From an optimization exercise on the open Yosys and OpenROAD flow, aimed at small area and a short achievable clock period; shortcuts taken in it are not production practice. Where RTL was checked, it was by simulation tests only, not by an equivalence proof against the original. Power is estimated from default activity; no workload was simulated.

Setup of main:
==> flow/design.v <==
module fifo_mux_2_1(in0, in1, sel, out);
  parameter br = 1;
  parameter bw = 8;
  input [br*bw-1:0] in0;
  input [br*bw-1:0] in1; 
  input sel;
  output [br*bw-1:0] out;
  wire sbar; 
  wire [br*bw-1:0] w1, w2, out;
  genvar i;
  not G01 (sbar, sel);
  for (i=0; i < br*bw ; i=i+1) begin : gen
     and G0  (w1[i], in0[i], sbar);
     and G1  (w2[i], in1[i], sel);
     or  G2  (out[i], w1[i], w2[i]);
  end
 endmodule
module fifo_mux_8_1 (out, sel, in0, in1, in2, in3, in4, in5, in6, in7 );
  parameter bw = 4;
  parameter br = 1;
  input  [2:0 ] sel ;
  input  [br*bw-1:0] in0;
  input  [br*bw-1:0] in1;
  input  [br*bw-1:0] in2;
  input  [br*bw-1:0] in3;
  input  [br*bw-1:0] in4;
  input  [br*bw-1:0] in5;
  input  [br*bw-1:0] in6;
  input  [br*bw-1:0] in7;
  output [br*bw-1:0] out;
  wire   [br*bw-1:0] out_sub0_0, out_sub0_1, out_sub0_2, out_sub0_3 ;
  wire   [br*bw-1:0] out_sub1_0, out_sub1_1 ;
 fifo_mux_2_1 #(.bw(bw),.br(br)) fifo_mux_2_1a (.in0(in0), .in1(in1), .sel(sel[0]), .out(out_sub0_0));
 fifo_mux_2_1 #(.bw(bw),.br(br)) fifo_mux_2_1b (.in0(in2), .in1(in3), .sel(sel[0]), .out(out_sub0_1));
 fifo_mux_2_1 #(.bw(bw),.br(br)) fifo_mux_2_1c (.in0(in4), .in1(in5), .sel(sel[0]), .out(out_sub0_2));
 fifo_mux_2_1 #(.bw(bw),.br(br)) fifo_mux_2_1d (.in0(in6), .in1(in7), .sel(sel[0]), .out(out_sub0_3));
 fifo_mux_2_1 #(.bw(bw),.br(br)) fifo_mux_2_1e (.in0(out_sub0_0), .in1(out_sub0_1), .sel(sel[1]), .out(out_sub1_0));
 fifo_mux_2_1 #(.bw(bw),.br(br)) fifo_mux_2_1f (.in0(out_sub0_2), .in1(out_sub0_3), .sel(sel[1]), .out(out_sub1_1));
 fifo_mux_2_1 #(.bw(bw),.br(br)) fifo_mux_2_1g (.in0(out_sub1_0), .in1(out_sub1_1), .sel(sel[2]), .out(out));
endmodule
module fifo_depth8 (rd_clk, wr_clk, in, out, rd, wr, o_full, o_empty, reset);
  parameter br = 1;
  parameter bw = 4;
  parameter simd = 1;
  parameter lrf_depth = 1;
  input  rd_clk;
  input  wr_clk;
  input  rd;
  input  wr;
  input  reset;
  output o_full;
  output o_empty;
  input  [br*simd*bw-1:0] in;
  output [br*simd*bw-1:0] out;
  wire full, empty;
  reg [3:0] rd_ptr;
  reg [3:0] wr_ptr;
  reg [br*simd*bw-1:0] q0;
  reg [br*simd*bw-1:0] q1;
  reg [br*simd*bw-1:0] q2;
  reg [br*simd*bw-1:0] q3;
  reg [br*simd*bw-1:0] q4;
  reg [br*simd*bw-1:0] q5;
  reg [br*simd*bw-1:0] q6;
  reg [br*simd*bw-1:0] q7;
 assign empty = (wr_ptr == rd_ptr) ? 1'b1 : 1'b0 ;
 assign full  = ((wr_ptr[2:0] == rd_ptr[2:0]) && (wr_ptr[3] != rd_ptr[3])) ? 1'b1 : 1'b0;
 assign o_full  = full;
 assign o_empty = empty;
  fifo_mux_8_1 #(.bw(bw)) fifo_mux_16_1a (.in0(q0), .in1(q1), .in2(q2), .in3(q3), .in4(q4), .in5(q5), .in6(q6), .in7(q7),
                        	                        .sel(rd_ptr[2:0]), .out(out));
 always @ (posedge rd_clk) begin
   if (reset) begin
      rd_ptr <= 4'b0000;
   end
   else if ((rd == 1) && (empty == 0)) begin
      rd_ptr <= rd_ptr + 1;
   end
 end
 always @ (posedge wr_clk) begin
   if (reset) begin
      wr_ptr <= 4'b0000;
   end
   else begin 
      if ((wr == 1) && (full == 0)) begin
        wr_ptr <= wr_ptr + 1;
      end
      if (wr == 1) begin
        case (wr_ptr[2:0])
         3'b000   :    q0  <= in ;
         3'b001   :    q1  <= in ;
         3'b010   :    q2  <= in ;
         3'b011   :    q3  <= in ;
         3'b100   :    q4  <= in ;
         3'b101   :    q5  <= in ;
         3'b110   :    q6  <= in ;
         3'b111   :    q7  <= in ;
        endcase
      end
   end
 end
endmodule
module exp_lut (clk, wr, out, in, lut_in, reset);
parameter bw = 8;
output [bw-1:0] out ;
input  [bw-1:0] lut_in;
input  [bw/2-1:0] in;
input  clk;
input  wr;
input  reset;
reg	[bw-1:0] lut_q0;
reg	[bw-1:0] lut_q1;
reg	[bw-1:0] lut_q2;
reg	[bw-1:0] lut_q3;
reg	[bw-1:0] lut_q4;
reg	[bw-1:0] lut_q5;
reg	[bw-1:0] lut_q6;
reg	[bw-1:0] lut_q7;
reg	[bw-1:0] lut_q8;
reg	[bw-1:0] lut_q9;
reg	[bw-1:0] lut_q10;
reg	[bw-1:0] lut_q11;
reg	[bw-1:0] lut_q12;
reg	[bw-1:0] lut_q13;
reg	[bw-1:0] lut_q14;
reg	[bw-1:0] lut_q15;
assign out = (in == 0) ? lut_q0 : 
   (in == 1) ?	lut_q1	:
   (in == 2) ?	lut_q2	:
   (in == 3) ?	lut_q3	:
   (in == 4) ?	lut_q4	:
   (in == 5) ?	lut_q5	:
   (in == 6) ?	lut_q6	:
   (in == 7) ?	lut_q7	:
   (in == 8) ?	lut_q8	:
   (in == 9) ?	lut_q9	:
   (in == 10) ?	lut_q10	:
   (in == 11) ?	lut_q11	:
   (in == 12) ?	lut_q12	:
   (in == 13) ?	lut_q13	:
   (in == 14) ?	lut_q14	:
   	        lut_q15 ; 	
always @ (posedge clk) begin
 if (wr) begin
   lut_q0   <= lut_in;
   lut_q1   <= lut_q0	;
   lut_q2   <= lut_q1	;
   lut_q3   <= lut_q2	;
   lut_q4   <= lut_q3	;
   lut_q5   <= lut_q4	;
   lut_q6   <= lut_q5	;
   lut_q7   <= lut_q6	;
   lut_q8   <= lut_q7	;
   lut_q9   <= lut_q8	;
   lut_q10  <= lut_q9	;
   lut_q11  <= lut_q10	;
   lut_q12  <= lut_q11	;
   lut_q13  <= lut_q12	;
   lut_q14  <= lut_q13	;
   lut_q15  <= lut_q14	;
  end
end
endmodule
`timescale 1ns/1ps
module softmax (clk, out, in, lut_wr, execute, fetch, reset, mode);
parameter bw  = 8;
parameter col = 8;
input mode;
input  [col*bw-1:0] in;
input  clk;
input  execute;
input  [1:0] lut_wr;
input  reset, fetch;
output [col*bw-1:0] out;
reg  [63:0]  in_q;
reg  [1:0]   wr_q;
reg          mode_q, exe_q;
reg  [127:0] hi_t;
reg  [127:0] lo_t;
reg  [511:0] fq;           
reg  [13:0]  sum_q;
reg  [63:0]  out_q;
reg  [3:0]   cnt;          
reg  [2:0]   fcnt;         
reg          div_start;
reg  [111:0] rem_q;
reg  [47:0]  quo_q;
reg push_q, sen_q, sclr_q, busy_q, oen_q, dsel_q;
wire m0 = ~mode_q;
wire m1 = mode_q;
wire push_n = (m0 & exe_q & (cnt == 4'd0)) |
              (m1 & (cnt >= 4'd1) & (cnt <= 4'd8)) |
              (m1 & fetch & (fcnt == 3'd0));
wire sen_n  = (m0 & exe_q & (cnt == 4'd1)) |
              (m1 & (cnt >= 4'd2) & (cnt <= 4'd9));
wire sclr_n = (m0 & exe_q & (cnt == 4'd1)) |
              (m1 & (cnt == 4'd2));
wire busy_n = (m0 & exe_q & ((cnt == 4'd3) | (cnt == 4'd4) | (cnt == 4'd0))) |
              (m1 & fetch & (fcnt <= 3'd2));
wire oen_n  = (m0 & exe_q & div_start & (cnt == 4'd0)) |
              (m1 & fetch & (fcnt == 3'd2));
wire [63:0] e_vec;
reg  [10:0] tsum;
integer k;
always @(*) begin
   tsum = 11'd0;
   for (k = 0; k < 8; k = k + 1)
      tsum = tsum + fq[8*k +: 8];
end
wire sz = (sum_q == 14'd0);
wire [111:0] rem_n;
wire [47:0]  quo_n;
wire [63:0]  res;
genvar i;
for (i = 0; i < 8; i = i + 1) begin : lane
   wire [3:0] a = in_q[8*i+7 : 8*i+4];
   wire [3:0] b = in_q[8*i+3 : 8*i];
   wire [7:0] h = hi_t[8*a +: 8];
   wire [7:0] l = lo_t[8*b +: 8];
   wire [15:0] p = h * l;
   assign e_vec[8*i +: 8] = p[15:8];
   wire [7:0]  d  = dsel_q ? fq[448+8*i +: 8] : fq[8*i +: 8];
   wire [13:0] rs = busy_q ? rem_q[14*i +: 14] : {6'd0, d};
   wire [15:0] d1 = {1'b0, rs, 1'b0} - {2'b0, sum_q};
   wire        q1 = ~d1[15];
   wire [13:0] r1 = q1 ? d1[13:0] : {rs[12:0], 1'b0};
   wire [15:0] d2 = {1'b0, r1, 1'b0} - {2'b0, sum_q};
   wire        q2 = ~d2[15];
   wire [13:0] r2 = q2 ? d2[13:0] : {r1[12:0], 1'b0};
   wire        kill = ~busy_q & ({6'd0, d} == sum_q);
   assign rem_n[14*i +: 14] = kill ? 14'd0 : r2;
   assign quo_n[6*i +: 6]   = {quo_q[6*i +: 4], kill ? {sz, sz} : {q1, q2}};
   assign res[8*i +: 8]     = {quo_q[6*i +: 6], q1, q2};
end
assign out = out_q;
always @(posedge clk) begin
   in_q   <= in;
   wr_q   <= lut_wr;
   mode_q <= mode;
   dsel_q <= mode;
   if (wr_q[1]) hi_t <= {hi_t[63:0], in_q};
   if (wr_q[0]) lo_t <= {lo_t[63:0], in_q};
   if (push_q) fq <= {fq[447:0], e_vec};
   if (sen_q)  sum_q <= (sclr_q ? 14'd0 : sum_q) + {3'd0, tsum};
   rem_q <= rem_n;
   quo_q <= quo_n;
   if (oen_q) out_q <= res;
end
always @(posedge clk) begin
   if (reset) begin
      exe_q     <= 1'b0;
      cnt       <= 4'd0;
      fcnt      <= 3'd0;
      div_start <= 1'b0;
      push_q    <= 1'b0;
      sen_q     <= 1'b0;
      sclr_q    <= 1'b0;
      busy_q    <= 1'b0;
      oen_q     <= 1'b0;
   end
   else begin
      exe_q  <= execute;
      push_q <= push_n;
      sen_q  <= sen_n;
      sclr_q <= sclr_n;
      busy_q <= busy_n;
      oen_q  <= oen_n;
      if (m0) begin
         if (exe_q) begin
            cnt <= (cnt == 4'd4) ? 4'd0 : cnt + 4'd1;
            if (cnt == 4'd2) div_start <= 1'b1;
         end
      end
      else begin
         if (exe_q || cnt != 4'd0)
            cnt <= (cnt == 4'd12) ? 4'd0 : cnt + 4'd1;
      end
      if (!exe_q)
         div_start <= 1'b0;
      if (fetch)
         fcnt <= (fcnt == 3'd4) ? 3'd0 : fcnt + 3'd1;
      else
         fcnt <= 3'd0;
   end
end
endmodule
Settings: LEC_CHECK=0, CAP_MARGIN=20, CORE_MARGIN=2, CORE_UTILIZATION=65, CTS_CLUSTER_DIAMETER=100, CTS_CLUSTER_SIZE=24, SLEW_MARGIN=20; clock period 33.0 ns.
standard.sh (not shown) runs the stock make flow with config.mk's settings and CLKGATE_MAP_FILE= SYNTH_SCRIPT=/design/flow/synth_recipe.tcl, a recipe that flattens the netlist after the stock synthesis.
==> flow/flow/run.sh <==
#!/bin/bash
# The standard layout, with stronger port buffers than the flow's default
# choice (a delay cell), so that the output ports are driven by a plain buffer.
set -euo pipefail
export BUFFER_PORTS_ARGS="-buffer_cell sky130_fd_sc_hd__buf_4"
bash standard.sh > standard.log 2>&1
main went all the way through the flow, and no timing, DRC or antenna check failed.
Here is what was changed in the inputs of the feature branch compared with main.
--- a/flow/design.v
+++ b/flow/design.v
@@ -186,5 +186,7 @@
 reg  [111:0] rem_q;
 reg  [47:0]  quo_q;
-reg push_q, sen_q, sclr_q, busy_q, oen_q, dsel_q;
+reg push_q, sen_q, sclr_q, oen_q;
+reg busy_a, busy_na, busy_b, busy_nb;
+reg dsel_a, dsel_na;
 wire m0 = ~mode_q;
 wire m1 = mode_q;
@@ -212,5 +214,5 @@
 wire [47:0]  quo_n;
 wire [63:0]  res;
-genvar i;
+genvar i, j, c;
 for (i = 0; i < 8; i = i + 1) begin : lane
    wire [3:0] a = in_q[8*i+7 : 8*i+4];
@@ -218,8 +220,28 @@
    wire [7:0] h = hi_t[8*a +: 8];
    wire [7:0] l = lo_t[8*b +: 8];
-   wire [15:0] p = h * l;
-   assign e_vec[8*i +: 8] = p[15:8];
-   wire [7:0]  d  = dsel_q ? fq[448+8*i +: 8] : fq[8*i +: 8];
-   wire [13:0] rs = busy_q ? rem_q[14*i +: 14] : {6'd0, d};
+   wire [7:0] ps [0:7];     
+   wire [7:0] pc [0:7];     
+   assign ps[0] = h & {8{l[0]}};
+   assign pc[0] = 8'd0;
+   for (j = 1; j < 8; j = j + 1) begin : row
+      for (c = 0; c < 8; c = c + 1) begin : col
+         wire x = h[c] & l[j];
+         wire y = (c < 7) ? ps[j-1][c+1] : 1'b0;
+         wire z = pc[j-1][c];
+         assign ps[j][c] = x ^ y ^ z;
+         assign pc[j][c] = (x & y) | (z & (x ^ y));
+      end
+   end
+   wire [7:0] fs, fc;
+   for (c = 0; c < 8; c = c + 1) begin : fin
+      assign fs[c] = (c < 7) ? ps[7][c+1] : 1'b0;
+      assign fc[c] = pc[7][c];
+   end
+   assign e_vec[8*i +: 8] = fs + fc;
+   wire        dsel = (i < 4) ? dsel_a : ~dsel_na;
+   wire        busy = (i < 2) ? busy_a : (i < 4) ? ~busy_na :
+                      (i < 6) ? busy_b : ~busy_nb;
+   wire [7:0]  d  = dsel ? fq[448+8*i +: 8] : fq[8*i +: 8];
+   wire [13:0] rs = busy ? rem_q[14*i +: 14] : {6'd0, d};
    wire [15:0] d1 = {1'b0, rs, 1'b0} - {2'b0, sum_q};
    wire        q1 = ~d1[15];
@@ -228,5 +250,5 @@
    wire        q2 = ~d2[15];
    wire [13:0] r2 = q2 ? d2[13:0] : {r1[12:0], 1'b0};
-   wire        kill = ~busy_q & ({6'd0, d} == sum_q);
+   wire        kill = ~busy & ({6'd0, d} == sum_q);
    assign rem_n[14*i +: 14] = kill ? 14'd0 : r2;
    assign quo_n[6*i +: 6]   = {quo_q[6*i +: 4], kill ? {sz, sz} : {q1, q2}};
@@ -238,5 +260,8 @@
    wr_q   <= lut_wr;
    mode_q <= mode;
-   dsel_q <= mode;
+   dsel_a  <= mode;
+   dsel_na <= ~mode;
+   busy_b  <= busy_n;
+   busy_nb <= ~busy_n;
    if (wr_q[1]) hi_t <= {hi_t[63:0], in_q};
    if (wr_q[0]) lo_t <= {lo_t[63:0], in_q};
@@ -256,5 +281,6 @@
       sen_q     <= 1'b0;
       sclr_q    <= 1'b0;
-      busy_q    <= 1'b0;
+      busy_a    <= 1'b0;
+      busy_na   <= 1'b1;
       oen_q     <= 1'b0;
    end
@@ -264,5 +290,6 @@
       sen_q  <= sen_n;
       sclr_q <= sclr_n;
-      busy_q <= busy_n;
+      busy_a  <= busy_n;
+      busy_na <= ~busy_n;
       oen_q  <= oen_n;
       if (m0) begin
==> comparison <==
- The power share of the combinational group in the feature branch sits 1.9 points above the value recorded for main.
- For non-clock buffer count, dividing the value from the feature branch by the value from main gives 1.06.
- Via count of the first global-routing pass (the feature branch vs. main) decreases by a few percent
- Compared with main, in the feature branch share of synthesized registers carrying an async set or reset closely matched the old numbers, global-route wire length before repair decreased by 5600 µm relative to the old numbers, setup slack went down by 0.16 ns.
- Going from main to the feature branch, clock skew shows a reduction of 0.019 ns; via count saw a decrease.
- Against main, final area in the feature branch fell by a few percent.
Only the layout flow was run in main; the RTL was not checked for function there.

==> separate check: timing with driven ports <==
The results above use ideal ports. As a check the final layouts listed here were re-extracted and re-timed, cells and wires unchanged. Step 1, drivers: a clkbuf_16 drives clk and a buf_2 each remaining input, both assumed. Step 2 times the ports against the registers' clock, not the clock port: input delays grow and output delays shrink by t, the midpoint of the rising clock arrivals with the driver on. a / b / c = no drivers / after step 1 / after step 2; a / b = the first two.
run	t (ns)	setup slack, ns	hold WS [ns]	pins driven straight from the clock port
main	0.790	25.102 / 25.019 / 25.252	0.347 / 0.347 / 0.347	1
the feature branch	0.784	24.939 / 24.939 / 24.939	0.345 / 0.345 / 0.345	1
After both steps setup and hold are still met in every run listed.
